From an optimization exercise on the open Yosys and OpenROAD flow, aimed at small area; shortcuts taken in it are not production practice. Function was checked by simulation only, so behaviour that the tests miss may differ from the original. Power figures rest on the tool's default switching activity, not on a simulated workload.

**run.sh**
```bash
#!/bin/bash
# synth_recipe.tcl (not shown) runs the flow's synth.tcl, then flattens the netlist and writes it again
# the make line also repeats each setting of config.mk as NAME=value (left out here)
make -C /OpenROAD-flow-scripts/flow DESIGN_CONFIG=/design/flow/config.mk WORK_HOME=/design/flow/orfs CLKGATE_MAP_FILE= SYNTH_SCRIPT=/design/flow/synth_recipe.tcl finish
```
**config.mk**
```make
export PLATFORM = sky130hd
export DESIGN_NAME = USFFT64_2B
export DESIGN_NICKNAME = USFFT64_2B
export VERILOG_FILES = /design/flow/design.v
export SDC_FILE = /design/flow/constraint.sdc
export NUM_CORES = 4
export LEC_CHECK = 0
export CAP_MARGIN = 20
export CORE_MARGIN = 2
export CORE_UTILIZATION = 45
export CTS_BUF_LIST = sky130_fd_sc_hd__clkbuf_8
export CTS_CLUSTER_DIAMETER = 45
export CTS_CLUSTER_SIZE = 16
export PLACE_DENSITY = 0.55
export SLEW_MARGIN = 20
```
**constraint.sdc**
```tcl
create_clock -name core_clock -period 10.0 [get_ports {CLK}]
set_input_delay 2.0000 -clock core_clock [delete_from_list [all_inputs] [get_ports {CLK}]]
set_output_delay 2.0000 -clock core_clock [all_outputs]
set_load 0.01 [all_outputs]
```
**design.v**
```verilog
`timescale 10 ps / 1ps
`timescale 1ps / 1ps
`timescale 10 ps / 1ps
module WROM64 ( WI ,WR ,ADDR );
	parameter nw=15;	
	input [5:0] ADDR ;
	wire [5:0] ADDR ;
	output [nw-1:0] WI ;
	wire [nw-1:0] WI ;
	output [nw-1:0] WR ;
	wire [nw-1:0] WR ;
	parameter signed  [15:0] c0 = 16'h7fff;  
	parameter signed  [15:0] s0 = 16'h0000;   
	parameter signed  [15:0] c1 = 16'h7f62;   
	parameter signed  [15:0] s1 = 16'h0c8c;   
	parameter signed  [15:0] c2 = 16'h7d8a;   
	parameter signed  [15:0] s2 = 16'h18f9 ;   
	parameter signed  [15:0] c3 = 16'h7a7d;   
	parameter signed  [15:0] s3 = 16'h2528;   
	parameter signed  [15:0] c4 = 16'h7642;   
	parameter signed  [15:0] s4 = 16'h30fc;   
	parameter signed  [15:0] c5 = 16'h70e3;   
	parameter signed  [15:0] s5 = 16'h3c57;   
	parameter signed  [15:0] c6 = 16'h6a6e;   
	parameter signed  [15:0] s6 = 16'h471d ;   
	parameter signed  [15:0] c7 = 16'h62f2;   
	parameter signed  [15:0] s7 = 16'h5134;   
	parameter signed  [15:0] c8 = 16'h5a82;   
	parameter[31:0] w0= {c0,-s0};   
	parameter[31:0] w1= {c1,-s1};
	parameter[31:0] w2= {c2,-s2};
	parameter[31:0] w3= {c3,-s3};
	parameter[31:0] w4= {c4,-s4};
	parameter[31:0] w5= {c5,-s5};
	parameter[31:0] w6= {c6,-s6};
	parameter[31:0] w7= {c7,-s7};
	parameter[31:0] w8= {c8,-c8};
	parameter[31:0] w9= {s7,-c7};
	parameter[31:0] w10= {s6,-c6};
	parameter[31:0] w12= {s4,-c4};
	parameter[31:0] w14= {s2,-c2};
	parameter[31:0] w15= {s1,-c1};
	parameter[31:0] w16= {s0,-c0};
	parameter[31:0] w18= {-s2, -c2};
	parameter[31:0] w20= {-s4, -c4};
	parameter[31:0] w21= {-s5, -c5};
	parameter[31:0] w24= {-c8, -c8};
	parameter[31:0] w25= {-c7, -s7};
	parameter[31:0] w28= {-c4, -s4};
	parameter[31:0] w30= {-c2, -s2};
	parameter[31:0] w35= {-c3, s3};
	parameter[31:0] w36= {-c4, s4};
	parameter[31:0] w42= {-s6, c6};
	parameter[31:0] w49= {s1, c1};
	reg [31:0] wf [0:63] ;	 
	integer	i;
	always@(ADDR) begin
			for( i =0; i<8; i=i+1) 	 wf[i] =w0;					
			for( i =8; i<63; i=i+8)  wf[i] =w0;					
			wf[9] =w1 ; wf[10] =w2 ;    wf[11] =w3 ;wf[12] =w4 ;
			wf[13] =w5 ;wf[14] =w6 ;   wf[15] =w7 ;
			wf[17] =w2 ;wf[18] =w4 ;   wf[19] =w6 ;wf[20] =w8 ;
			wf[21] =w10 ;wf[22] =w12 ;wf[23] =w14;
			wf[25] =w3 ;wf[26] =w6 ;   wf[27] =w9 ;wf[28] =w12 ;
			wf[29] =w15 ;wf[30] =w18 ;wf[31] =w21;
			wf[33] =w4 ;wf[34] =w8 ;	wf[35] =w12 ;wf[36] =w16 ;
			wf[37] =w20 ;wf[38] =w24 ;wf[39] =w28;
			wf[41] =w5 ;wf[42] =w10 ;	wf[43] =w15 ;wf[44] =w20 ;
			wf[45] =w25 ;wf[46] =w30 ;wf[47] =w35;
			wf[49] =w6 ;wf[50] =w12 ;	wf[51] =w18 ;wf[52] =w24 ;
			wf[53] =w30 ;wf[54] =w36 ;wf[55] =w42;
			wf[57] =w7 ;wf[58] =w14 ;	wf[59] =w21 ;wf[60] =w28 ;
			wf[61] =w35 ;wf[62] =w42 ;wf[63] =w49;
		end
	parameter[31:0] wi0= {c0,s0};   
	parameter[31:0] wi1= {c1,s1};
	parameter[31:0] wi2= {c2,s2};
	parameter[31:0] wi3= {c3,s3};
	parameter[31:0] wi4= {c4,s4};
	parameter[31:0] wi5= {c5,s5};
	parameter[31:0] wi6= {c6,s6};
	parameter[31:0] wi7= {c7,s7};
	parameter[31:0] wi8= {c8,c8};
	parameter[31:0] wi9= {s7,c7};
	parameter[31:0] wi10= {s6,c6};
	parameter[31:0] wi12= {s4,c4};
	parameter[31:0] wi14= {s2,c2};
	parameter[31:0] wi15= {s1,c1};
	parameter[31:0] wi16= {s0,c0};
	parameter[31:0] wi18= {-s2, c2};
	parameter[31:0] wi20= {-s4, c4};
	parameter[31:0] wi21= {-s5, c5};
	parameter[31:0] wi24= {-c8, c8};
	parameter[31:0] wi25= {-c7, s7};
	parameter[31:0] wi28= {-c4, s4};
	parameter[31:0] wi30= {-c2, s2};
	parameter[31:0] wi35= {-c3, -s3};
	parameter[31:0] wi36= {-c4, -s4};
	parameter[31:0] wi42= {-s6, -c6};
	parameter[31:0] wi49= {s1, -c1};		 
	reg [31:0] wb [0:63] ;	 
	always@(ADDR) begin
			for( i =0; i<8; i=i+1) 	 wb[i] =wi0;					
			for( i =8; i<63; i=i+8)  wb[i] =wi0;					
			wb[9] =wi1 ; wb[10] =wi2 ;    wb[11] =wi3 ;wb[12] =wi4 ;
			wb[13] =wi5 ;wb[14] =wi6 ;   wb[15] =wi7 ;
			wb[17] =wi2 ;wb[18] =wi4 ;   wb[19] =wi6 ;wb[20] =wi8 ;
			wb[21] =wi10 ;wb[22] =wi12 ;wb[23] =wi14;
			wb[25] =wi3 ;wb[26] =wi6 ;   wb[27] =wi9 ;wb[28] =wi12 ;
			wb[29] =wi15 ;wb[30] =wi18 ;wb[31] =wi21;
			wb[33] =wi4 ;wb[34] =wi8 ;	wb[35] =wi12 ;wb[36] =wi16 ;
			wb[37] =wi20 ;wb[38] =wi24 ;wb[39] =wi28;
			wb[41] =wi5 ;wb[42] =wi10 ;	wb[43] =wi15 ;wb[44] =wi20 ;
			wb[45] =wi25 ;wb[46] =wi30 ;wb[47] =wi35;
			wb[49] =wi6 ;wb[50] =wi12 ;	wb[51] =wi18 ;wb[52] =wi24 ;
			wb[53] =wi30 ;wb[54] =wi36 ;wb[55] =wi42;
			wb[57] =wi7 ;wb[58] =wi14 ;	wb[59] =wi21 ;wb[60] =wi28 ;
			wb[61] =wi35 ;wb[62] =wi42 ;wb[63] =wi49;
		end	  
	wire[31:0] reim;		
	assign reim = wb[ADDR];
	assign WR =reim[31:32-nw];
	assign WI=reim[15 :16-nw];
endmodule
`timescale 1 ns / 1 ps
`timescale 10 ps / 1ps
module BUFRAM64C1 ( CLK ,RST ,ED ,START ,DR ,DI ,RDY ,DOR ,DOI );
	parameter nb=13;
	parameter PAD = 13;	 
	output RDY ;
	reg RDY ;
	output [nb-1:0] DOR ;
	wire [nb-1:0] DOR ;
	output [nb-1:0] DOI ;
	wire [nb-1:0] DOI ;
	input CLK ;
	wire CLK ;
	input RST ;
	wire RST ;
	input ED ;
	wire ED ;
	input START ;
	wire START ;
	input [nb-1:0] DR ;
	wire [nb-1:0] DR ;
	input [nb-1:0] DI ;
	wire [nb-1:0] DI ;
	reg [5:0] addr;
	reg [7:0] ct2;		 
	always @(posedge CLK)	 
		begin
			if (RST) begin
					addr<=6'b000000;
					ct2<= 7'b1000001;  
				RDY<=1'b0; end
			else if (START) begin 
					addr<=6'b000000;
					ct2<= 6'b000000;  
				RDY<=1'b0;end
			else if (ED)	begin
					RDY<=1'b0;
					addr<=addr+1; 
					if (ct2!=65) 
					ct2<=ct2+1;
					if (ct2==64) 
					RDY<=1'b1;
				end 
		end
	localparam W = 2*nb;
	reg [W-1:0] pad [0:PAD-1];
	reg [W-1:0] dla [0:27];
	reg [W-1:0] dlb [0:13];
	reg [W-1:0] dlc [0:6];
	reg [W-1:0] ra, rb, rc;
	wire [5:0] ia = addr - 13;
	wire [5:0] ib = addr - (13+29);
	wire [5:0] ic = addr - (13+29+15);
	wire sa = ia[5] & ~ia[2];
	wire sb = ib[4] & ~ib[1];
	wire sc = ic[3] & ~ic[0];
	wire [W-1:0] xa = pad[PAD-1];
	wire [W-1:0] oa = sa ? xa : dla[27];
	wire [W-1:0] na = sa ? dla[27] : xa;
	wire [W-1:0] ob = sb ? ra : dlb[13];
	wire [W-1:0] nb_ = sb ? dlb[13] : ra;
	wire [W-1:0] oc = sc ? rb : dlc[6];
	wire [W-1:0] nc = sc ? dlc[6] : rb;
	integer k;
	always @(posedge CLK) begin
			if (ED) begin
					pad[0] <= {DR,DI};
					for (k=1; k<PAD; k=k+1) pad[k] <= pad[k-1];
					dla[0] <= na;
					for (k=1; k<28; k=k+1) dla[k] <= dla[k-1];
					ra <= oa;
					dlb[0] <= nb_;
					for (k=1; k<14; k=k+1) dlb[k] <= dlb[k-1];
					rb <= ob;
					dlc[0] <= nc;
					for (k=1; k<7; k=k+1) dlc[k] <= dlc[k-1];
					rc <= oc;
				end
		end
	assign	DOR=rc[W-1:nb];
	assign	DOI=rc[nb-1:0];
endmodule
`timescale 1ps / 1ps  
`timescale 10 ps / 1ps
module FFT8 ( DOR ,DII ,RST ,ED ,CLK ,DOI ,START ,DIR ,RDY );
	parameter nb=13;	
	input ED ;
	wire ED ;
	input RST ;
	wire RST ;
	input CLK ;
	wire CLK ;
	input [nb-1:0] DII ;
	wire [nb-1:0] DII ;
	input START ;
	wire START ;
	input [nb-1:0] DIR ;
	wire [nb-1:0] DIR ;
	output [nb+2:0] DOI ;
	wire [nb+2:0] DOI ;
	output [nb+2:0] DOR ;
	wire [nb+2:0] DOR ;
	output RDY ;
	reg RDY ;		   
	reg [2:0] ct;  
	reg [3:0] ctd;  
	reg [7:0] ph;  
	reg [7:0] pa, pb;  
	always @(   posedge CLK) begin	 
			if (RST)	begin
					ct<=0; 
					ph<=8'b00000001;
					pa<=8'b00000001;
					pb<=8'b00000001;
					ctd<=15; 
				RDY<=0;  end
			else if (START)	  begin
					ct<=0; 
					ph<=8'b00000001;
					pa<=8'b00000001;
					pb<=8'b00000001;
					ctd<=0;	
				RDY<=0;   end
			else if (ED) begin	
					RDY<=0; 
					ct<=ct+1;	
					ph<={ph[6:0],ph[7]};
					pa<={pa[6:0],pa[7]};
					pb<={pb[6:0],pb[7]};
					if (ctd !=4'b1111)
						ctd<=ctd+1;		
					if (ctd==12 ) 
						RDY<=1;
				end 
		end	   
	localparam W = nb+3;
	function [W-1:0] radd;
		input [W-1:0] x, y;
		input c0;
		reg c;
		integer i;
		begin
			c = c0;
			for (i=0; i<W; i=i+1) begin
					radd[i] = x[i] ^ y[i] ^ c;
					c = (x[i] & y[i]) | (c & (x[i] ^ y[i]));
				end
		end
	endfunction
	localparam LW = W/2;
	function [W-1:0] cadd;
		input [W-1:0] x, y;
		input c0;
		reg c, c1h, c0h;
		reg [W-1:0] s0, s1;
		integer i;
		begin
			c = c0;
			for (i=0; i<LW; i=i+1) begin
					cadd[i] = x[i] ^ y[i] ^ c;
					c = (x[i] & y[i]) | (c & (x[i] ^ y[i]));
				end
			c0h = 1'b0; c1h = 1'b1;
			for (i=LW; i<W; i=i+1) begin
					s0[i] = x[i] ^ y[i] ^ c0h;
					c0h = (x[i] & y[i]) | (c0h & (x[i] ^ y[i]));
					s1[i] = x[i] ^ y[i] ^ c1h;
					c1h = (x[i] & y[i]) | (c1h & (x[i] ^ y[i]));
					cadd[i] = c ? s1[i] : s0[i];
				end
		end
	endfunction
	reg [2*nb-1:0] dl [0:7];
	integer k;
	always @(posedge CLK)
		if (ED) begin
				dl[0] <= {DIR, DII};
				for (k=1; k<8; k=k+1) dl[k] <= dl[k-1];
			end
	wire signed [nb-1:0] inr = dl[3][2*nb-1:nb], ini = dl[3][nb-1:0];
	wire signed [nb-1:0] xr = dl[7][2*nb-1:nb],  xi = dl[7][nb-1:0];
	reg signed [nb+1:0] ar, ai, m2r, m2i, v1r, v1i;
	reg signed [W-1:0] br, bi, m3r, m3i, ur, ui;
	reg signed [W-1:0] d35r, d35i, v2r, v2i, zr, zi;
	reg signed [W-1:0] or_, oi;
	wire signed [nb+1:0] mir = ph[4] ? v2r : v1r;
	wire signed [nb+1:0] mii = ph[4] ? v2i : v1i;
	wire signed [nb+1:0] mvr, mvi;
	MPU707 #(nb) UMR( .DI(mir), .DO(mvr));
	MPU707 #(nb) UMI( .DI(mii), .DO(mvi));
	wire signed [W-1:0] par = pa[5] ? ar : pa[6] ? ur : pa[7] ? m2r : xr;
	wire signed [W-1:0] pai = pa[5] ? ai : pa[6] ? ui : pa[7] ? m2i : xi;
	wire signed [W-1:0] rar = pa[5] ? br : pa[6] ? v1r : pa[7] ? d35i : inr;
	wire signed [W-1:0] rai = pa[5] ? bi : pa[6] ? v1i : pa[7] ? d35r : ini;
	wire signed [W-1:0] sar = cadd(par, rar, 1'b0), sai = cadd(pai, rai, 1'b0);
	wire signed [W-1:0] dar = cadd(par, ~rar, 1'b1), dai = cadd(pai, ~rai, 1'b1);
	wire signed [W-1:0] pbr = pb[2] ? ar : pb[3] ? br : (pb[5] | pb[6]) ? m3r : v2r;
	wire signed [W-1:0] pbi = pb[2] ? ai : pb[3] ? bi : (pb[5] | pb[6]) ? m3i : v2i;
	wire signed [W-1:0] rbr = (pb[2] | pb[3]) ? sar : pb[5] ? v2r : pb[6] ? sai : ui;
	wire signed [W-1:0] rbi = (pb[2] | pb[3]) ? sai : pb[5] ? v2i : pb[6] ? sar : ur;
	wire signed [W-1:0] sbr = cadd(pbr, rbr, 1'b0), sbi = cadd(pbi, rbi, 1'b0);
	wire signed [W-1:0] dbr = cadd(pbr, ~rbr, 1'b1), dbi = cadd(pbi, ~rbi, 1'b1);
	always @(posedge CLK) 
		if (ED) begin
				if (ph[0]) begin
						ar <= sar; ai <= sai;							 
						m3r <= dar; m3i <= dai;							 
						or_ <= dbr; oi <= sbi;							 
						v2r <= sbr; v2i <= dbi;							 
					end
				if (ph[1]) begin
						br <= sar; bi <= sai;							 
						v1r <= dar; v1i <= dai;							 
						or_ <= br; oi <= bi;							 
					end
				if (ph[2]) begin
						ar <= sbr; ai <= sbi;							 
						m2r <= dbr; m2i <= dbi;							 
						ur <= dar; ui <= dai;							 
						or_ <= v2r; oi <= v2i;							 
					end
				if (ph[3]) begin
						br <= sbr; bi <= sbi;							 
						d35r <= dbr; d35i <= dbi;						 
						v1r <= cadd(v1r, dar, 1'b0); v1i <= cadd(v1i, dai, 1'b0);	 
						v2r <= cadd(v1r, ~dar, 1'b1); v2i <= cadd(v1i, ~dai, 1'b1);	 
						or_ <= d35r; oi <= d35i;						 
					end
				if (ph[4]) begin
						v2r <= mvr; v2i <= mvi;							 
						or_ <= zr; oi <= zi;							 
					end
				if (ph[5]) begin
						or_ <= sar; oi <= sai;							 
						br <= dar; bi <= dai;							 
						v1r <= mvr; v1i <= mvi;							 
						m3r <= sbr; m3i <= sbi;							 
						v2r <= dbr; v2i <= dbi;							 
					end
				if (ph[6]) begin
						or_ <= sbr; oi <= dbi;							 
						zr <= dbr; zi <= sbi;							 
						ur <= dar; ui <= dai;							 
					end
				if (ph[7]) begin
						or_ <= sar; oi <= dai;							 
						d35r <= dar; d35i <= sai;						 
					end
			end
	assign	DOR=or_;
	assign	DOI=oi;
endmodule
`timescale 10 ps / 1ps
module MPU707 ( DO ,DI );
parameter nb=13; 
	input [nb+1:0] DI ;
	wire signed [nb+1:0] DI ;
	output [nb+1:0] DO ;
	wire [nb+1:0] DO ;	 
	wire signed [nb+5 :0] dx5 = DI+(DI <<2);	  
	wire signed	[nb+2 : 0] dt = DI;		   
	wire signed [nb+6 : 0]  dx5p; 
	wire  signed  [nb+6 : 0] dot;	
	assign   dot=	(dx5p+(dt>>>4)+(dx5>>>12));	    
	assign	dx5p=(dx5<<1)+(dx5>>>2);		 
	assign	DO=dot >>>4;	
endmodule
`timescale 1 ns / 1 ps		 
`timescale 10 ps / 1ps
module CNORM ( CLK ,ED ,START ,DR ,DI ,SHIFT ,OVF ,RDY ,DOR ,DOI );
	parameter nb=13;	
	output OVF ;
	reg OVF ;
	output RDY ;
	reg RDY ;
	output [nb+1:0] DOR ;
	wire [nb+1:0] DOR ;
	output [nb+1:0] DOI ;
	wire [nb+1:0] DOI ;
	input CLK ;
	wire CLK ;
	input ED ;
	wire ED ;
	input START ;
	wire START ;
	input [nb+2:0] DR ;
	wire [nb+2:0] DR ;
	input [nb+2:0] DI ;
	wire [nb+2:0] DI ;
	input [1:0] SHIFT ;
	wire [1:0] SHIFT ;
wire[nb+2:0]	 diri,diii;
assign diri = DR << SHIFT;
assign diii = DI << SHIFT;	 
reg [nb+2:0]	dir,dii;
    always @( posedge CLK )    begin
			if (ED)	  begin
					dir<=diri[nb+2:1];
     				dii<=diii[nb+2:1];
		end 
	end  
 always @( posedge CLK ) 	begin
		  	if (ED)	  begin
				RDY<=START;
				if (START) 
					OVF<=0;
				else   
					case (SHIFT) 
					2'b01 : OVF<= (DR[nb+2] != DR[nb+1]) || (DI[nb+2] != DI[nb+1]);
					2'b10 : OVF<= (DR[nb+2] != DR[nb+1]) || (DI[nb+2] != DI[nb+1]) ||
						(DR[nb+2] != DR[nb]) || (DI[nb+2] != DI[nb]);
					2'b11 : OVF<= (DR[nb+2] != DR[nb+1]) || (DI[nb+2] != DI[nb+1])||
						(DR[nb+2] != DR[nb]) || (DI[nb+2] != DI[nb]) ||
						(DR[nb+2] != DR[nb+1]) || (DI[nb-1] != DI[nb-1]);
					endcase						
				end
			end 
	assign DOR= dir;
	assign DOI= dii;
endmodule
`timescale 1ps / 1ps
`timescale 10 ps / 1ps
module ROTATOR64 (CLK ,RST,ED,START, DR,DI, DOR, DOI,RDY  );
	parameter nb=13;	
	parameter nw=15;	
	input RST ;
	wire RST ;
	input CLK ;
	wire CLK ;
	input ED ;  
	input [nb+1:0] DI;   
	wire [nb+1:0]  DI ;
	input [nb+1:0]  DR ;  
	input START ;		    
	wire START ;
	output [nb+1:0]  DOI ;  
	wire [nb+1:0]  DOI ;
	output [nb+1:0]  DOR ;  
	wire [nb+1:0]  DOR ;
	output RDY ;	    
	reg RDY ;		 
	reg [5:0] addrw;
	reg sd1,sd2;
	always	@( posedge CLK)	   
		begin
			if (RST) begin
					addrw<=0;
					sd1<=0;
					sd2<=0;
					RDY<=1'b0;
				end
			else if (START && ED)  begin
					addrw[5:0]<=0;
					sd1<=START;
					sd2<=0;		 
				end
			else if (ED) 	  begin
					addrw<=addrw+1; 
					sd1<=START;
					sd2<=sd1;
					RDY<=sd2;	 
				end
		end			  
	wire [5:0] addrn = (RST || START) ? 6'd0 : addrw + 1;
	wire signed [nw-1:0] wrn,win;
	WROM64 UROM( .ADDR(addrn),	.WR(wrn),.WI(win) );	
	reg signed [nw-1:0] wrd,wid;  
	always	@( posedge CLK)
		if (RST || ED) begin
				wrd <= wrn;
				wid <= win;
			end
	localparam PW = nb+5;            
	localparam FW = nw+nb+2;         
	localparam HW = nb+3;            
	function [6*FW-1:0] brows;
		input signed [nb+1:0] x;
		input signed [nb+3:0] x3;
		input signed [nw-1:0] w;
		reg [nw:0] we;
		reg [FW-1:0] nk;
		reg [PW-1:0] pp, m1, m2, m3, m4;
		reg neg, s1, s2, s3, s4;
		reg [3:0] g;
		integer i;
		begin
			we = {w, 1'b0};
			m1 = {{3{x[nb+1]}}, x};
			m2 = {{2{x[nb+1]}}, x, 1'b0};
			m3 = {x3[nb+3], x3};
			m4 = {x[nb+1], x, 2'b00};
			nk = 0;
			for (i=0; i<nw/3; i=i+1) begin
				g = we[3*i+3 -: 4];
				neg = g[3];
				s1 = (g==4'b0001)||(g==4'b0010)||(g==4'b1101)||(g==4'b1110);
				s2 = (g==4'b0011)||(g==4'b0100)||(g==4'b1011)||(g==4'b1100);
				s3 = (g==4'b0101)||(g==4'b0110)||(g==4'b1001)||(g==4'b1010);
				s4 = (g==4'b0111)||(g==4'b1000);
				pp = ({PW{s1}} & m1) | ({PW{s2}} & m2) | ({PW{s3}} & m3) | ({PW{s4}} & m4);
				pp = pp ^ {PW{neg}};
				brows[i*FW +: FW] = {{(FW-PW){1'b0}}, ~pp[PW-1], pp[PW-2:0]} << (3*i);
				nk = nk | (neg << (3*i));
			end
			for (i=0; i<nw/3; i=i+1) 
				nk = nk - ({{(FW-1){1'b0}},1'b1} << (3*i+PW-1));
			brows[5*FW +: FW] = nk;
		end
	endfunction
	function [2*FW-1:0] csa;
		input [FW-1:0] a, b, c;
		begin
			csa[FW-1:0] = a ^ b ^ c;
			csa[2*FW-1:FW] = ((a & b) | (a & c) | (b & c)) << 1;
		end
	endfunction
	function [2*FW-1:0] bmul8;
		input signed [nb+1:0] x;
		input signed [nb+3:0] x3;
		input signed [nw-1:0] w;
		reg [6*FW-1:0] r;
		reg [2*FW-1:0] l1a, l1b, l2, l3;
		begin
			r = brows(x, x3, w);
			l1a = csa(r[0 +: FW], r[FW +: FW], r[2*FW +: FW]);
			l1b = csa(r[3*FW +: FW], r[4*FW +: FW], r[5*FW +: FW]);
			l2 = csa(l1a[0 +: FW], l1a[FW +: FW], l1b[0 +: FW]);
			l3 = csa(l2[0 +: FW], l2[FW +: FW], l1b[FW +: FW]);
			bmul8 = l3;
		end
	endfunction
	wire signed [nb+1:0] drs = DR, dis = DI;
	wire signed [nb+3:0] dr3 = drs + (drs <<< 1);
	wire signed [nb+3:0] di3 = dis + (dis <<< 1);
	wire [2*FW-1:0] prr = bmul8(drs, dr3, wrd);		 
	wire [2*FW-1:0] pii = bmul8(dis, di3, wid);		 
	wire [2*FW-1:0] pri = bmul8(drs, dr3, wid);		 
	wire [2*FW-1:0] pir = bmul8(dis, di3, wrd);		 
	wire [nw-1:0] lrr = prr[0 +: nw-1] + prr[FW +: nw-1];
	wire [nw-1:0] lii = pii[0 +: nw-1] + pii[FW +: nw-1];
	wire [nw-1:0] lri = pri[0 +: nw-1] + pri[FW +: nw-1];
	wire [nw-1:0] lir = pir[0 +: nw-1] + pir[FW +: nw-1];
	wire [HW-1:0] hrr_s = prr[nw-1 +: HW], hrr_c = prr[FW+nw-1 +: HW];
	wire [HW-1:0] hii_s = pii[nw-1 +: HW], hii_c = pii[FW+nw-1 +: HW];
	wire [HW-1:0] hri_s = pri[nw-1 +: HW], hri_c = pri[FW+nw-1 +: HW];
	wire [HW-1:0] hir_s = pir[nw-1 +: HW], hir_c = pir[FW+nw-1 +: HW];
	wire [HW-1:0] ra = hrr_s ^ hrr_c ^ ~hii_s;
	wire [HW-1:0] rb = {((hrr_s & hrr_c) | (hrr_s & ~hii_s) | (hrr_c & ~hii_s)), lrr[nw-1]};
	wire [HW-1:0] rc = ra ^ rb ^ ~hii_c;
	wire [HW-1:0] rd = {((ra & rb) | (ra & ~hii_c) | (rb & ~hii_c)), ~lii[nw-1]};
	wire [HW:0] rsum = {rc, 1'b1} + {rd, 1'b1};
	wire [nb+2:0] dwr = rsum[HW:1];
	wire [HW-1:0] ia = hri_s ^ hri_c ^ hir_s;
	wire [HW-1:0] ib = {((hri_s & hri_c) | (hri_s & hir_s) | (hri_c & hir_s)), lri[nw-1]};
	wire [HW-1:0] ic = ia ^ ib ^ hir_c;
	wire [HW-1:0] id = {((ia & ib) | (ia & hir_c) | (ib & hir_c)), lir[nw-1]};
	wire [nb+2:0] dwi = ic + id;
	assign DOR=dwr[nb+2:1];       
	assign DOI=dwi[nb+2 :1];
endmodule
`timescale 1 ns / 1 ps
`timescale 10 ps / 1ps
module USFFT64_2B ( CLK ,RST ,ED ,START ,SHIFT ,DR ,DI ,RDY ,OVF1 ,OVF2 ,ADDR ,DOR ,DOI );
	parameter nb=13;		  	 		 
	output RDY ;   			 
	wire RDY ;
	output OVF1 ;			 
	wire OVF1 ;
	output OVF2 ;			 
	wire OVF2 ;
	output [5:0] ADDR ;	 
	wire [5:0] ADDR ;
	output [nb+2:0] DOR ; 
	wire [nb+2:0] DOR ;	  
	output [nb+2:0] DOI ; 
	wire [nb+2:0] DOI ;
	input CLK ;        			 
	wire CLK ;
	input RST ;				 
	wire RST ;
	input ED ;					 
	wire ED ;
	input START ;  			 
	wire START ;			 	 
	input [3:0] SHIFT ;		 
	wire [3:0] SHIFT ;	   	 
	input [nb-1:0] DR ;		 
	wire [nb-1:0] DR ;	     
	input [nb-1:0] DI ;		 
	wire [nb-1:0] DI ;
	wire [nb-1:0] dr1,di1;
	wire [nb+1:0] dr3,di3,dr4,di4, dr5,di5 ;
	wire [nb+2:0] dr2,di2;
	wire [nb+4:0] dr6,di6; 	
	wire [nb+2:0] dr7,di7,dr8,di8;   
	wire rdy1,rdy2,rdy3,rdy4,rdy5,rdy6,rdy7,rdy8;			 
	reg [5:0] addri ;
	BUFRAM64C1 #(nb) U_BUF1(.CLK(CLK), .RST(RST), .ED(ED),	.START(START),
	.DR(DR),	.DI(DI),			.RDY(rdy1),	.DOR(dr1), .DOI(di1));	   
	FFT8 #(nb) U_FFT1(.CLK(CLK), .RST(RST), .ED(ED),
		.START(rdy1),.DIR(dr1),.DII(di1),
		.RDY(rdy2),	.DOR(dr2),.	DOI(di2));	
	wire	[1:0] shiftl=	 SHIFT[1:0]; 
	CNORM #(nb) U_NORM1( .CLK(CLK),	.ED(ED),   
		.START(rdy2),	 
		.DR(dr2),	.DI(di2),
		.SHIFT(shiftl),  
		.OVF(OVF1),
		.RDY(rdy3),
		.DOR(dr3),.DOI(di3));	
	ROTATOR64 U_MPU (.CLK(CLK),.RST(RST),.ED(ED),
		.START(rdy3),. DR(dr3),.DI(di3),
		.RDY(rdy4), .DOR(dr4),	.DOI(di4));
	BUFRAM64C1 #(.nb(nb+2), .PAD(16)) U_BUF2(.CLK(CLK),.RST(RST),.ED(ED),	 
		.START(rdy4),. DR(dr4),.DI(di4),
		.RDY(rdy5), .DOR(dr5),	.DOI(di5));	 
	FFT8 #(nb+2) U_FFT2(.CLK(CLK), .RST(RST), .ED(ED),
		.START(rdy5),. DIR(dr5),.DII(di5),
		.RDY(rdy6), .DOR(dr6),	.DOI(di6));
	wire	[1:0] shifth=	 SHIFT[3:2]; 
	CNORM #(nb+2) U_NORM2 ( .CLK(CLK),	.ED(ED),
		.START(rdy6),	 
		.DR(dr6),	.DI(di6),
		.SHIFT(shifth),  
		.OVF(OVF2),
		.RDY(rdy7),
		.DOR(dr7),	.DOI(di7));
		BUFRAM64C1  #(nb+3) 	Ubuf3(.CLK(CLK),.RST(RST),.ED(ED),	 
		.START(rdy7),. DR(dr7),.DI(di7),
		.RDY(rdy8), .DOR(dr8),	.DOI(di8));	 	
	always @(posedge CLK)	begin	 
			if (RST)
				addri<=6'b000000;
			else if (rdy8==1 )  
				addri<=6'b000000;
			else if (ED)
				addri<=addri+1; 
		end
		assign ADDR=  addri ;
	assign	DOR=dr8;
	assign	DOI=di8;
	assign	RDY=rdy8;	
endmodule
```
==> results of run 1 <==
-- power groups by stage --
| stage | clock network (mW) | logic (mW) | registers [mW] |
|---|---|---|---|
| 3_5_place_dp | 0 | 23.4 | 37.9 |
| 6_report | 20.3 | 23.4 | 37.2 |
| 4_1_cts | 21.1 | 23.5 | 37.3 |
| 5_1_grt | 22.1 | 25.8 | 37.4 |
| 2_1_floorplan | 0 | 14.9 | 37.3 |
| 3_3_place_gp | 0 | 23.2 | 37.9 |
-- layout make-up --
| type | count | area [um^2] | share of cell area (%) |
|---|---|---|---|
| sequential | 7140 | 213300 | 67.94 |
| antenna | 11 | 27.53 | 0.008767 |
| multi-input combinational | 8143 | 64860 | 20.66 |
| clock buffer | 738 | 10160 | 3.235 |
| tap | 8379 | 10480 | 3.339 |
| inverter | 1033 | 3880 | 1.236 |
| clock inverter | 585 | 6181 | 1.969 |
| timing repair buffer | 592 | 5075 | 1.616 |
-- final timing paths --
| kind | start | depth (start not counted) | endpoint | slack, ns |
|---|---|---|---|---|
| setup / recovery | U_FFT2.pa[7]$_SDFFE_PP0P_ | 41 | U_FFT2.or_[16]$_DFFE_PP_ | 0.28 |
| hold / removal | U_BUF2.pad[3][7]$_DFFE_PP_ | 0 | U_BUF2.pad[4][7]$_DFFE_PP_ | 0.32 |
| setup reg to reg | U_FFT2.pa[7]$_SDFFE_PP0P_ | 41 | U_FFT2.or_[16]$_DFFE_PP_ | 0.28 |
| hold reg to reg | U_BUF2.pad[3][7]$_DFFE_PP_ | 0 | U_BUF2.pad[4][7]$_DFFE_PP_ | 0.32 |
-- repair_timing --
action / CTS / global route
endpoints found under the setup margin: 1 / 8
pin swaps: 0 / 7
resized for setup: 2 / 48
setup buffers: 0 / 4
-- logic make-up after synthesis --
family	Yosys count	synth area share, %
multiplexers	887	3.555
XOR/XNOR	591	1.846
buffers and inverters	1852	2.452
adder cells (fa/ha/maj)	1169	6.912
flip-flops	7140	74.92
AND/OR/NAND/NOR	2768	4.092
AO/OA/AOI/OAI	2728	6.226
-- routing by layer --
metal | global-route usage (%) | part of all wire (%)
met1 | 26.39 | 45
met2 | 28.93 | 46
met3 | 2.907 | 5.7
met4 | 6.676 | 3.9
met5 | 0 | 0.0046
-- per-stage QoR --
step / TNS [ns] / instances
2_1_floorplan: 0 / 17140
3_3_place_gp: -0.1669 / 25280
3_5_place_dp: -0.09432 / 25280
4_1_cts: 0 / 26600
5_1_grt: -0.07656 / 26610
6_report: 0 / 26620
-- state kept, by name (all words and copies together), names as in the netlist, 30 cells and up --
name        count
Ubuf3.dla     896
U_BUF2.dla    840
U_BUF1.dla    728
U_BUF2.pad    480
Ubuf3.dlb     448
U_BUF2.dlb    420
Ubuf3.pad     416
U_BUF1.dlb    364
U_BUF1.pad    338
U_FFT2.dl     240
Ubuf3.dlc     224
U_BUF2.dlc    210
U_FFT1.dl     208
U_BUF1.dlc    182
Ubuf3.ra       32
Ubuf3.rb       32
Ubuf3.rc       32
U_BUF2.ra      30
U_BUF2.rb      30
U_BUF2.rc      30
-- cell usage in the layout, fill, tap and decap left out, drive strengths merged, types with 57 or more instances in the layout --
cell	count
nand2b	57
a21o	83
clkdlybuf4s50	68
o31a	69
o211ai	74
mux2i	371
nor2	795
clkinv	239
dfxtp	118
nor2b	122
inv	1240
bufinv	68
o21a	87
xnor2	373
buf	524
a21oi	813
a222oi	225
o21ai	690
a211oi	255
mux2	464
clkinvlp	71
xor2	218
clkbuf	738
nor3	75
nand3	67
edfxtp	7022
ha	497
nand2	1452
fa	672
==> flow_metrics.tcl, run 1 <==
set metrics [dict create \
    clockBufferDepth 4 \
    final_area_mm2 0.3140 \
    coreArea_mm2 0.6313 \
    drive_gt1_share_pct 13.36 \
    gp_congestion 0.8880 \
    wl_per_cell_um 22.67 \
    max_cap_viol_count 0 \
    p_total_mw 80.84 \
    yosysTopAreaCellShare_pct 74.09 \
    switching_power_mw 26.34 \
    cpMaxStageDelayCell "fa_1" \
    dp_hpwl_um 379100 \
    vias 141800 \
    final_core_util_pct 49.73 \
    yosysSeqAreaShare_pct 74.92 \
    synth-edff-count 7022 \
    grt_pass1_wl_um 901400 \
    fin_crit_sh_pct 97.21 \
    slew_viol_final 0 \
    hold_slack_ns 0.3176 \
    cp_common_cell "fa_2" \
    area_growth_pct 10.31 \
    cts_root_buf "clkbuf_8" \
    syn_inst 17140 \
    p_int_mw 54.50 \
    critPathMaxFanout 6 \
    synth_nets 18340 \
    cts_tree "yes" \
    tightestPinTransition_ns 1.171 \
    die_h_um 799.3 \
    num_io_pins 75 \
    drt-total-wl_um 603600 \
    antenna_found_initial 15 \
    vdd_drop_max_mv 0.6542 \
    drtIter0Drc 15390 \
    start_util_pct 45.08 \
    drc 0 \
    comb_power_share_pct 28.9 \
    drtPass1Iterations 12 \
    leakage_nw 111.2 \
    dp_slack_ns -0.06973 \
    die_area_mm2 0.6388 \
    hold_class "flop to flop" \
    synth_area_leaders "edfxtp_1 74%, fa_1 4.7%, ha_1 2.2%" \
    numCtsBuffers 727 \
    ys_top_cells_by_count "7,022 x edfxtp_1, 1,452 x nand2_1, 1,027 x inv_1" \
    grtUsageTotal_pct 18.47 \
    ys_ff_latch 7140 \
    hold_viol_final 0 \
    grt_pass1_vias 140200 \
    clkTransAtPathRegs_ns 0.09 \
    avgSynthCellArea_um2 16.61 \
    clock_latency_ns 1.33 \
    clock_sinks 7140 \
    timing.critical_path.required_ns 11.04 \
    pwr-share-clk_pct 25.1 \
    fillers 52700 \
    crit_path_start_kind "flop" \
    crit_type "flop to flop" \
    place_area_mm2 0.2974 \
    port_buffers 74 \
    ys_types 100 \
    rsz0062_at_grt "true" \
    critical_path_buf_inv_count 5 \
    final.min_clock_period_ns 9.721 \
    relSlewSlack_pct 21.96 \
    fmax_mhz 102.9 \
    swShare_pct 32.58 \
    fin_ws_ns 0.2790 \
    outcome "timing/DRC/antenna clean" \
    ant_nets 0 \
    power.density_mw_per_mm2 257.5 \
    yosysWarnings 28 \
    h-tree-depth 6 \
    crit_family "adder cells" \
    viasPerCell 5.325 \
    cpPeakStageDelay_ns 0.56 \
    ys_async_sr_fraction_pct 0 \
    synthesis.area_mm2 0.2846 \
    synth.largest_area_cell "edfxtp_1" \
    synth_ff_type "edfxtp_1" \
    grt_max_degree 210 \
    cp-end-kind "flop" \
    synthMostInstantiatedCell "edfxtp_1" \
    nNetsFinal 18840 \
    power_frac_seq_pct 46.0 \
    crit_arrival_ns 10.76 \
    setup_violations 0 \
    die_x_um 799.3 \
    num_rows 292 \
    grt-ovfl-total 0 \
    hold_buffers 0 \
    clock_skew_ns 0.1585 \
]
==> run 2, diff against run 1 <==
--- a/config.mk
+++ b/config.mk
@@ -7,2 +7,3 @@
 export LEC_CHECK = 0
+export ABC_CLOCK_PERIOD_IN_PS = 10000
 export CAP_MARGIN = 20
==> run 2 against run 1 <==
Die area unchanged. Register-to-register slack about the same. Via count unchanged. Still clean. Critical path type unchanged.
==> flow_metrics.tcl, run 2 <==
set metrics [dict create \
    rsz0062_at_grt "true" \
    top_regs "Ubuf3.dla: 896 flops, U_BUF2.dla: 840 flops, U_BUF1.dla: 728 flops" \
    coreArea_mm2 0.6313 \
    hold_class "flop to flop" \
    cpMaxStageDelayCell "fa_1" \
    crit_path_start_kind "flop" \
    clock_latency_ns 1.33 \
    yosysWarnings 28 \
    clock_sinks 7140 \
    timing.critical_path.required_ns 11.04 \
    wl_per_cell_um 22.67 \
    synthMuxAreaShare_pct 3.555 \
    slew_viol_final 0 \
    numCtsBuffers 727 \
    synth_ff_type "edfxtp_1" \
    crit_type "flop to flop" \
    mostFrequentLayoutCells "7,022 x edfxtp_1, 1,449 x nand2_1, 1,089 x inv_1" \
    die_x_um 799.3 \
    nNetsFinal 18840 \
    cp-end-kind "flop" \
    critPathMaxFanout 6 \
    fillers 52700 \
    drt-total-wl_um 603600 \
    synth-edff-count 7022 \
    ys_types 100 \
    dp_hpwl_um 379100 \
    clockBufferDepth 4 \
    synthesis.area_mm2 0.2846 \
    yosysTopAreaCellShare_pct 74.09 \
    yosys.area_share.simple_pct 4.092 \
    relSlewSlack_pct 21.96 \
    largest_reg_flops 896 \
    avgSynthCellArea_um2 16.61 \
    synth_nets 18340 \
    vdd_drop_max_mv 0.6542 \
    synthAdderAreaFrac_pct 6.912 \
    port_buffers 74 \
    ys_top_cells_by_count "7,022 x edfxtp_1, 1,452 x nand2_1, 1,027 x inv_1" \
    fin_crit_sh_pct 97.21 \
    h-tree-depth 6 \
    synthMostInstantiatedCell "edfxtp_1" \
    synth_top_family_by_area "adder cells" \
    yosysSeqAreaShare_pct 74.92 \
    fmax_mhz 102.9 \
    power.density_mw_per_mm2 257.5 \
    synth_compound_area_share_pct 6.226 \
    num_io_pins 75 \
    final_common_cell "edfxtp_1" \
    cts_root_buf "clkbuf_8" \
    area_growth_pct 10.31 \
    ant_nets 0 \
    final.min_clock_period_ns 9.721 \
    die_area_mm2 0.6388 \
    start_util_pct 45.08 \
    clock_skew_ns 0.1585 \
    ys_ff_latch 7140 \
    setup_violations 0 \
    fin_ws_ns 0.2790 \
    gp_congestion 0.8880 \
    cp_common_cell "fa_2" \
    hold_buffers 0 \
    num_rows 292 \
    clkTransAtPathRegs_ns 0.09 \
    drive_gt1_share_pct 13.36 \
    drtPass1Iterations 12 \
    grt_max_degree 210 \
    grtUsageTotal_pct 18.47 \
    grt_pass1_vias 140200 \
    max_cap_viol_count 0 \
    multi_input_comb_area_mm2 0.06486 \
    outcome "timing/DRC/antenna clean" \
    drc 0 \
    cts_tree "yes" \
    antenna_found_initial 15 \
    syn_inst 17140 \
    crit_arrival_ns 10.76 \
    tns_ns 0 \
    leakage_nw 111.2 \
    cpPeakStageDelay_ns 0.56 \
    die_h_um 799.3 \
    seq_area_mm2 0.2133 \
    synth_area_leaders "edfxtp_1 74%, fa_1 4.7%, ha_1 2.2%" \
    grt_pass1_wl_um 901400 \
    yosys.area_share.xor_xnor_pct 1.846 \
    dp_slack_ns -0.06973 \
    hold_viol_final 0 \
    viasPerCell 5.325 \
    vias 141800 \
    p_total_mw 80.84 \
    top_register "Ubuf3.dla" \
    tightestPinTransition_ns 1.171 \
    drtIter0Drc 15390 \
    hold_slack_ns 0.3176 \
    grt-ovfl-total 0 \
    ys_async_sr_fraction_pct 0 \
    synth.largest_area_cell "edfxtp_1" \
]
## run 2: cell counts after synthesis
Identical to the previous run, type by type.
## run 2: cells by family (layout without fill, tap and decap cells)
kind of cell	after synthesis	after routing
AOI/OAI and AO/OA	2728	2728
xor gates and xnor gates	591	591
adders and majority gates	1169	1169
buffers and inverters	1852	2948
DFF	7140	7140
muxes	887	887
other	0	11
and+or+nand+nor	2768	2768
## run 2: layer usage
| layer | wire (um) | vias up | track usage [%] | share of wire [%] |
|---|---|---|---|---|
| met5 | 28 | - | 0 | 0.0046 |
| met4 | 23320 | 4 | 6.676 | 3.9 |
| met3 | 34400 | 1207 | 2.907 | 5.7 |
| met2 | 276600 | 4234 | 28.93 | 46 |
| met1 | 269200 | 71560 | 26.39 | 45 |
| li1 | - | 64750 | - | - |
## run 2: final timing paths
| check | startpoint | end | slack, ns | depth (start not counted) |
|---|---|---|---|---|
| worst min-delay path | U_BUF2.pad[3][7]$_DFFE_PP_ | U_BUF2.pad[4][7]$_DFFE_PP_ | 0.32 | 0 |
| worst min register to register | U_BUF2.pad[3][7]$_DFFE_PP_ | U_BUF2.pad[4][7]$_DFFE_PP_ | 0.32 | 0 |
| worst max register to register | U_FFT2.pa[7]$_SDFFE_PP0P_ | U_FFT2.or_[16]$_DFFE_PP_ | 0.28 | 41 |
| worst max-delay path | U_FFT2.pa[7]$_SDFFE_PP0P_ | U_FFT2.or_[16]$_DFFE_PP_ | 0.28 | 41 |
## run 2: timing repair
item | 4_1_cts | 5_1_grt
cloned | 0 | 0
setup buffers | 0 | 4
setup endpoints to repair | 1 | 8
gates resized for setup | 2 | 48
pin swaps | 0 | 7
endpoints found under the hold margin | 0 | 0
## run 2: final cells by class
cell class	instances	area share, %
Sequential cell	7140	67.94
Clock buffer	738	3.235
Multi-Input combinational cell	8143	20.66
Tap cell	8379	3.339
Clock inverter	585	1.969
Timing Repair Buffer	592	1.616
Inverter	1033	1.236
Antenna cell	11	0.008767
## run 2: critical path: cells and delay by family, from the launching register on
| kind | cells | cell delay (ns) |
|---|---|---|
| simple gates | 5 | 0.38 |
| buf+inv | 5 | 0.54 |
| fa+ha+maj | 17 | 6.15 |
| mux | 2 | 0.36 |
| compound gates | 11 | 1.43 |
| flops | 1 | 0.40 |
| xor+xnor | 1 | 0.18 |
## run 2: metrics by stage
stage,area (um^2),utilization (%),cells
floorplan,284600,-,17140
global placement,297400,47.10,25280
detailed placement,297400,47.10,25280
CTS,313700,49.69,26600
global route,313900,49.73,26610
finish,314000,49.73,26620
## run 2: report_power, final
group          internal, mW  switching (mW)
clock                  9.21            11.0
sequential             36.2           0.973
combinational          9.07            14.3
total                  54.5            26.3
==> run 3, diff against run 2 <==
--- a/config.mk
+++ b/config.mk
@@ -7,6 +7,5 @@
 export LEC_CHECK = 0
-export ABC_CLOCK_PERIOD_IN_PS = 10000
 export CAP_MARGIN = 20
 export CORE_MARGIN = 2
-export CORE_UTILIZATION = 45
+export CORE_UTILIZATION = 55
 export CTS_BUF_LIST = sky130_fd_sc_hd__clkbuf_8
@@ -14,3 +13,3 @@
 export CTS_CLUSTER_SIZE = 16
-export PLACE_DENSITY = 0.55
+export PLACE_DENSITY = 0.65
 export SLEW_MARGIN = 20
==> run 3 against run 2 <==
Critical endpoint is now U_FFT2.br[17]$_DFFE_PP_. Largest power group unchanged. Critical path type unchanged. Clock skew fell by 0.069 ns. Worst hold slack improved by 0.053 ns. Sequential share of layout area rose by 1.1 points. Fmax rose by 0.91%. Sequential power barely moved. Highest routed layer unchanged. Core utilization rose by 10 points.
==> flow_metrics.tcl, run 3 <==
set metrics [dict create \
    syn_inst 17140 \
    cts_root_buf "clkbuf_8" \
    holdPathEnd "U_FFT2.dl[1][19]$_DFFE_PP_" \
    cts_tree "yes" \
    cpMaxStageDelayCell "fa_2" \
    drtIter0Drc 16830 \
    gp_congestion 0.9361 \
    numCtsBuffers 655 \
    final_common_cell "edfxtp_1" \
    num_io_pins 75 \
    die_h_um 723.4 \
    crit_type "flop to flop" \
    synthMostInstantiatedCell "edfxtp_1" \
    final.min_clock_period_ns 9.634 \
    vias 141300 \
    mostFrequentLayoutCells "7,022 x edfxtp_1, 1,449 x nand2_1, 1,076 x inv_1" \
    max_cap_viol_count 0 \
    hold_class "flop to flop" \
    grt_pass1_vias 137600 \
    vdd_drop_max_mv 0.5960 \
    largest_reg_flops 896 \
    power.density_mw_per_mm2 256.0 \
    dp_hpwl_um 356300 \
    outcome "timing/DRC/antenna clean" \
    crit_family "adder cells" \
    die_area_mm2 0.5232 \
    clockBufferDepth 4 \
    cpPeakStageDelay_ns 0.45 \
    ys_ff_latch 7140 \
    dp_slack_ns -0.09350 \
    start_util_pct 55.13 \
    synth.largest_area_cell "edfxtp_1" \
    fin_crit_sh_pct 96.34 \
    fin_ws_ns 0.3663 \
    placedCellCount 23760 \
    grtUsageTotal_pct 21.48 \
    fillers 38120 \
    top_regs "Ubuf3.dla: 896 flops, U_BUF2.dla: 840 flops, U_BUF1.dla: 728 flops" \
    drt-total-wl_um 570900 \
    area_growth_pct 8.535 \
    worstHoldPathCells 0 \
    min_from "U_FFT2.dl[0][19]$_DFFE_PP_" \
    yosysTopAreaCellShare_pct 74.09 \
    grt_pass1_wl_um 854800 \
    r2r_cells 36 \
    ys_types 100 \
    clkTransAtPathRegs_ns 0.09 \
    viasPerCell 5.682 \
    fin_cells 24870 \
    nNetsFinal 18710 \
    grt_max_degree 218 \
    leakage_nw 109.5 \
    regToRegSetupSlack_ns 0.37 \
    port_buffers 74 \
    drtPass1Iterations 13 \
    cp-end-kind "flop" \
    tightestPinTransition_ns 1.210 \
    grt-ovfl-total 0 \
    drc 0 \
    clock_skew_ns 0.08976 \
    cp_common_cell "fa_1" \
    hold_buffers 0 \
    wl_per_cell_um 22.95 \
    ys_async_sr_fraction_pct 0 \
    reg2reg_from "U_FFT2.pa[7]$_SDFFE_PP0P_" \
    top_register "Ubuf3.dla" \
    critical_path_buf_inv_count 7 \
    antenna_found_initial 14 \
    hold_viol_final 0 \
    relSlewSlack_pct 19.30 \
    synth_nets 18340 \
    setup_violations 0 \
    crit_path_start_kind "flop" \
    num_rows 264 \
    synth-edff-count 7022 \
    synth_area_leaders "edfxtp_1 74%, fa_1 4.7%, ha_1 2.2%" \
    clock_sinks 7140 \
    crit_arrival_ns 10.66 \
    drive_gt1_share_pct 12.07 \
    synthesis.area_mm2 0.2846 \
    r2r-end "U_FFT2.br[17]$_DFFE_PP_" \
    die_x_um 723.4 \
    yosysWarnings 28 \
    h-tree-depth 6 \
    timing.critical_path.required_ns 11.02 \
    avgSynthCellArea_um2 16.61 \
    slew_viol_final 0 \
    ant_nets 0 \
    fmax_mhz 103.8 \
    synth_ff_type "edfxtp_1" \
    ys_top_cells_by_count "7,022 x edfxtp_1, 1,452 x nand2_1, 1,027 x inv_1" \
    critPathMaxFanout 5 \
    coreArea_mm2 0.5163 \
    clock_latency_ns 1.28 \
    yosysSeqAreaShare_pct 74.92 \
]
run 3: cell types whose count changed in the layout (fill, tap and decap cells not counted), sizes merged:
| cell | before | now |
|---|---|---|
| bufinv | 68 | 48 |
| diode | 11 | 6 |
| clkbuf | 738 | 665 |
| clkinv | 239 | 171 |
| inv | 1240 | 1186 |
| clkinvlp | 71 | 57 |
| buf | 524 | 469 |
run 3: layout make-up:
cell class / count / area [um^2] / area share (%)
Sequential cell: 7140 / 213300 / 69.05
Multi-Input combinational cell: 8143 / 64870 / 21.00
Clock buffer: 665 / 9153 / 2.963
Tap cell: 6916 / 8653 / 2.801
Timing Repair Buffer: 537 / 4752 / 1.538
Clock inverter: 429 / 4283 / 1.386
Inverter: 1033 / 3880 / 1.256
Antenna cell: 6 / 15.01 / 0.004861
run 3: metrics by stage:
step / utilization [%] / hold WS (ns) / area, um^2 / total power [mW] / setup TNS [ns]
2_1_floorplan: - / 0.4003 / 284600 / 52.24 / 0
3_3_place_gp: 57.15 / 0.4002 / 295100 / 61.70 / -0.2580
3_5_place_dp: 57.15 / 0.4045 / 295100 / 61.98 / -0.1525
4_1_cts: 59.75 / 0.3659 / 308500 / 79.96 / 0
5_1_grt: 59.83 / 0.3827 / 308900 / 83.43 / -0.002045
6_report: 59.83 / 0.3710 / 308900 / 79.08 / 0
run 3: cell families after synthesis:
| kind of cell | share of synthesized area (%) |
|---|---|
| flip-flops | 74.92 |
| AND/OR/NAND/NOR | 4.092 |
| XOR/XNOR | 1.846 |
| AO/OA/AOI/OAI | 6.226 |
| buffers and inverters | 2.452 |
| multiplexers | 3.555 |
| adder cells (fa/ha/maj) | 6.912 |
run 3: worst max-delay path by stage:
| stage | start | cells past startpoint | end |
|---|---|---|---|
| after floorplan | U_FFT2.pa[7]$_SDFFE_PP0P_ | 46 | U_FFT2.oi[16]$_DFFE_PP_ |
| after global placement | U_FFT2.pa[7]$_SDFFE_PP0P_ | 39 | U_FFT2.or_[16]$_DFFE_PP_ |
| after detailed placement | U_FFT2.pa[7]$_SDFFE_PP0P_ | 39 | U_FFT2.or_[16]$_DFFE_PP_ |
| after CTS | U_FFT2.pa[7]$_SDFFE_PP0P_ | 42 | U_FFT2.oi[16]$_DFFE_PP_ |
| after global routing | U_FFT2.pa[7]$_SDFFE_PP0P_ | 35 | U_FFT2.br[17]$_DFFE_PP_ |
| final | U_FFT2.pa[7]$_SDFFE_PP0P_ | 36 | U_FFT2.br[17]$_DFFE_PP_ |
run 3: metal layers:
metal  track usage [%]  vias to the layer above  routed length [um]
met5                 0                        -                  86
met4             8.669                       12               24930
met3             3.679                     1340               40600
met2             32.50                     5128              255800
met1             31.40                    70550              249400
li1                  -                    64290                   -
run 3: worst reg2reg max path, delay by kind of cell, from the launching register on:
family	cells	cell delay (ns)
multiplexers	2	0.44
AO/OA/AOI/OAI	6	0.77
buffers and inverters	7	0.78
AND/OR/NAND/NOR	3	0.27
flip-flops	1	0.38
XOR/XNOR	2	0.37
adder cells (fa/ha/maj)	16	6.37
run 3: timing repair:
action / CTS / global route
gates resized for setup: 3 / 54
pin swaps: 0 / 7
gates cloned: 0 / 0
setup endpoints to repair: 3 / 12
buffers inserted: 0 / 5
run 3: report_power, final:
group	total [mW]	switching [mW]	leakage, nW	internal [mW]
clock network	17.9	10.1	6.90	7.77
logic	24.0	14.6	33.2	9.42
registers	37.2	0.991	69.4	36.2
total	79.1	25.7	109	53.4

[afterwards: timing with drivers on the ports]
The flow's constraints put no driver on any port. The routed layouts listed below were extracted and timed again, unchanged, in two steps.
Step 1 assumes that a clkbuf_16 drives the clock port and a buf_2 every other input.
Step 2 also shifts input and output timing later by t, the mid clock arrival at the registers, as if the neighbouring blocks saw the same clock.
Three values: ideal ports, drivers, drivers and shift; two values: the first two.
| run | shift t [ns] | slack for setup (ns) | worst register clock-pin slew, ns | worst data-port slew with drivers (ns) |
|---|---|---|---|---|
| run 1 | 1.389 | 0.279 / 0.279 / 0.279 | 0.10 / 0.10 | 0.16 |
| run 2 | 1.389 | 0.279 / 0.279 / 0.279 | 0.10 / 0.10 | 0.16 |
| run 3 | 1.361 | 0.366 / 0.366 / 0.366 | 0.10 / 0.10 | 0.09 |
After both steps setup and hold are still met in every run listed.
